Background: an optimization exercise with open tools, aiming at small area. Do not read the settings as production practice.
In this exercise RTL edits were held to simulation tests only and were not proved equivalent to the original.
No driver is modelled on the clock port, so clock power and skew are understated where the tree is cut down; a real chip needs a root buffer or a tree.
Power is estimated from default activity; no workload was simulated.

Setup of fjord:
==> flow/design.v (excerpt) <==
module reaction_timer_top(
	input  logic       clk,
	input  logic       rst,
	input  logic       start_stop_btn,
	output logic       led,
	output logic [3:0] an,
	output logic [6:0] seg
);
==> flow/config.mk <==
export PLATFORM = sky130hd
export DESIGN_NAME = reaction_timer_top
export DESIGN_NICKNAME = reaction_timer_top
export VERILOG_FILES = /design/flow/design.v
export SDC_FILE = /design/flow/constraint.sdc
export NUM_CORES = 4
export LEC_CHECK = 0
export CAP_MARGIN = 20
export CORE_MARGIN = 2
export CORE_UTILIZATION = 40
export SLEW_MARGIN = 20
==> flow/constraint.sdc <==
create_clock -name core_clock -period 18.0 [get_ports {clk}]
set_input_delay 3.6000 -clock core_clock [delete_from_list [all_inputs] [get_ports {clk}]]
set_output_delay 3.6000 -clock core_clock [all_outputs]
set_load 0.01 [all_outputs]
standard.sh (not shown) runs the stock make flow with config.mk's settings and CLKGATE_MAP_FILE= SYNTH_SCRIPT=/design/flow/synth_recipe.tcl, a recipe that flattens the netlist after the stock synthesis.
==> flow/flow/run.sh <==
#!/bin/bash
# Own layout flow: the standard synthesis, then an area-oriented ABC
# re-mapping of the combinational logic only (every flip-flop instance is
# kept as synthesised, with its name and cell), then the standard layout
# with small port buffers and a one-buffer clock tree.
set -euo pipefail
W=$PWD
R=$W/orfs/results/$FLOW_PLATFORM/reaction_timer_top/base
LIB=$FLOW_HOME/platforms/$FLOW_PLATFORM/lib/sky130_fd_sc_hd__tt_025C_1v80.lib

# 1. standard synthesis (netlist only)
bash standard.sh $R/1_2_yosys.v > $W/log_1_synth.txt 2>&1
cp $R/1_2_yosys.v $W/1_2_yosys_standard.v

# 2. re-map the combinational logic for area
#    ABC's deepsyn is run with several seeds; the smallest netlist is kept.
reopt() {
	sed -e "s|@IN@|$W/1_2_yosys_standard.v|" -e "s|@OUT@|$W/reopt_$1.v|" -e "s|@LIB@|$LIB|g" \
		-e "s|@SEED@|$1|" $W/flow/reopt.ys > $W/reopt_$1.ys
	yosys -s $W/reopt_$1.ys > $W/log_2_reopt_$1.txt 2>&1 || true
}
SEEDS=$(seq 1 40)
for s in $SEEDS; do
	reopt $s &
	while (( $(jobs -rp | wc -l) >= ${NUM_CORES:-4} )); do sleep 1; done
done
wait
best=""; best_area=""
for s in $SEEDS; do
	a=$(grep "Chip area" $W/log_2_reopt_$s.txt | tail -n 1 | awk '{print $NF}')
	[[ -n "$a" && -f $W/reopt_$s.v ]] || continue
	if [[ -z "$best" ]] || awk -v a="$a" -v b="$best_area" 'BEGIN{exit !(a<b)}'; then best=$s; best_area=$a; fi
done
echo "reopt: seed $best, area $best_area" > $W/log_2_reopt.txt
cp $W/reopt_$best.v $R/1_2_yosys.v

# 3. standard floorplan and placement from the re-mapped netlist
bash standard.sh \
	"BUFFER_PORTS_ARGS=-buffer_cell sky130_fd_sc_hd__buf_1" \
	$R/3_place.odb $R/3_place.sdc > $W/log_3_place.txt 2>&1

# 4. clock tree: one buffer between the clock port and all flip-flops
MCTS_RESULTS=$R MCTS_LIB=$LIB MCTS_PLATFORM_DIR=$FLOW_HOME/platforms/$FLOW_PLATFORM \
	MCTS_CLK=clk MCTS_CELL=sky130_fd_sc_hd__buf_12 \
	openroad -no_init -exit $W/flow/manual_cts.tcl > $W/log_4_cts.txt 2>&1

# 5. standard routing and finishing
bash standard.sh \
	"BUFFER_PORTS_ARGS=-buffer_cell sky130_fd_sc_hd__buf_1" \
	finish > $W/log_5_finish.txt 2>&1
Other scripts of this flow, unchanged in this note and not shown: flow/flow/manual_cts.tcl, flow/flow/reopt.ys
What umber does differently from fjord at the input level:
-- flow/flow/run.sh --
<<< fjord, line 20
	yosys -s $W/reopt_$1.ys > $W/log_2_reopt_$1.txt 2>&1 || true
}
SEEDS=$(seq 1 40)
for s in $SEEDS; do
	reopt $s &
>>> umber, line 20
	yosys -s $W/reopt_$1.ys > $W/log_2_reopt_$1.txt 2>&1 || true
}
SEEDS=$(seq 1 24)
for s in $SEEDS; do
	reopt $s &
==> notes.md <==
- Hold slack came out exactly the same in umber and fjord.
- umber against fjord: worst supply voltage drop on vdd held; cell count held; synthesized cell count held; ratio of cells with drive above 1 in the final layout held.
- Comparing umber against fjord, there is no change at all in initial antenna violation count.
No run of this note takes its clock network from TritonCTS; it comes from the design's own scripts or RTL.

main:
Another version of the RTL of reaction_timer_top (not shown whole).
Size in the first run: ~30 flip-flops, roughly 15 I/O pins, roughly 1900 µm² of cells after synthesis.
## reaction_timer_top
module reaction_timer_top(
	input  logic       clk,
	input  logic       rst,
	input  logic       start_stop_btn,
	output logic       led,
	output logic [3:0] an,
	output logic [6:0] seg
);
clock: 18.0 ns
lec_check: 0
cap_margin: 20
core_margin: 2
core_utilization: 40
slew_margin: 20
run.sh (not shown) runs the stock make flow with config.mk's settings and CLKGATE_MAP_FILE= SYNTH_SCRIPT=/design/flow/synth_recipe.tcl, a recipe that flattens the netlist after the stock synthesis.
Stock flow here: none of the scripts above is used.
> inputs changed (main -> the feature branch)
==> flow/flow/run.sh (new file) <==
#!/bin/bash
# Own layout flow: the standard synthesis, then an area-oriented ABC
# re-mapping of the combinational logic only (every flip-flop instance is
# kept as synthesised, with its name and cell), then the standard layout
# with small port buffers and a clock tree without dummy loads.
set -euo pipefail
W=$PWD
R=$W/orfs/results/$FLOW_PLATFORM/reaction_timer_top/base
LIB=$FLOW_HOME/platforms/$FLOW_PLATFORM/lib/sky130_fd_sc_hd__tt_025C_1v80.lib

# 1. standard synthesis (netlist only)
bash standard.sh $R/1_2_yosys.v > $W/log_1_synth.txt 2>&1
cp $R/1_2_yosys.v $W/1_2_yosys_standard.v

# 2. re-map the combinational logic for area
sed -e "s|@IN@|$W/1_2_yosys_standard.v|" -e "s|@OUT@|$R/1_2_yosys.v|" -e "s|@LIB@|$LIB|g" \
	$W/flow/reopt.ys > $W/reopt_run.ys
yosys -s $W/reopt_run.ys > $W/log_2_reopt.txt 2>&1

# 3. standard layout from the re-mapped netlist
bash standard.sh \
	"BUFFER_PORTS_ARGS=-buffer_cell sky130_fd_sc_hd__buf_1" \
	"CTS_ARGS=-sink_clustering_enable -repair_clock_nets -dont_use_dummy_load -sink_clustering_size 40 -sink_clustering_max_diameter 300" \
	finish > $W/log_3_layout.txt 2>&1
==> flow/flow/reopt.ys (new file) <==
read_liberty -ignore_miss_func @LIB@
read_verilog @IN@
hierarchy -top reaction_timer_top
blackbox sky130_fd_sc_hd__df* sky130_fd_sc_hd__conb_1
flatten
opt_clean -purge
abc -liberty @LIB@ -dont_use sky130_fd_sc_hd__lpflow_* -dont_use sky130_fd_sc_hd__probe* -script +strash;&get,-n;&deepsyn,-T,60;&put;&get,-n;&nf,-R,1000,-p;&put
opt_clean -purge
hilomap -singleton -hicell sky130_fd_sc_hd__conb_1 HI -locell sky130_fd_sc_hd__conb_1 LO
splitnets
opt_clean -purge
stat -liberty @LIB@
write_verilog -noattr -nohex -nodec @OUT@
==> flow/standard.sh (new file) <==
#!/bin/bash
# synth_recipe.tcl (not shown) runs the flow's synth.tcl, then flattens the netlist and writes it again
# the make line also repeats each setting of config.mk as NAME=value (left out here)
make -C /OpenROAD-flow-scripts/flow DESIGN_CONFIG=/design/flow/config.mk WORK_HOME=/design/flow/orfs CLKGATE_MAP_FILE= SYNTH_SCRIPT=/design/flow/synth_recipe.tcl "${@:-finish}"
removed: flow/run.sh
==> comparison <==
Taking main as the reference, in the feature branch highest ir drop seen on vdd went down, filler-free cell count of the finished design went down, routed metal-1 wire length went down, fraction of power consumed by the clock network went up.

[what the ideal ports hide]
How much do the figures lean on ideal ports? The routed layouts below were timed once more, with nothing changed but the port constraints. Step 1: set_driving_cell puts a clkbuf_16 on clk and a buf_2 on each other input, an assumption about the parent block. Step 2, shift: input delay + t, output delay - t, t = (earliest + latest rising clock arrival at the registers) / 2. This alone moves slack from input paths to output paths. Slacks: ideal ports / drivers / drivers and shift; pairs: ideal ports / drivers.
| run | shift t [ns] | setup WS [ns] | worst hold slack (ns) | worst setup path at the end | worst slew at a driven data input, ns |
|---|---|---|---|---|---|
| fjord | 0.160 | 12.183 / 12.156 / 12.316 | 0.359 / 0.359 / 0.359 | register to output | 0.03 |
| umber | 0.160 | 12.183 / 12.156 / 12.316 | 0.359 / 0.359 / 0.359 | register to output | 0.03 |
| main | 0.305 | 11.779 / 11.755 / 12.060 | 0.369 / 0.369 / 0.369 | register to output | 0.03 |
| the feature branch | 0.350 | 11.482 / 11.461 / 11.811 | 0.380 / 0.380 / 0.380 | register to output | 0.03 |
After both steps setup and hold are still met in every run listed.
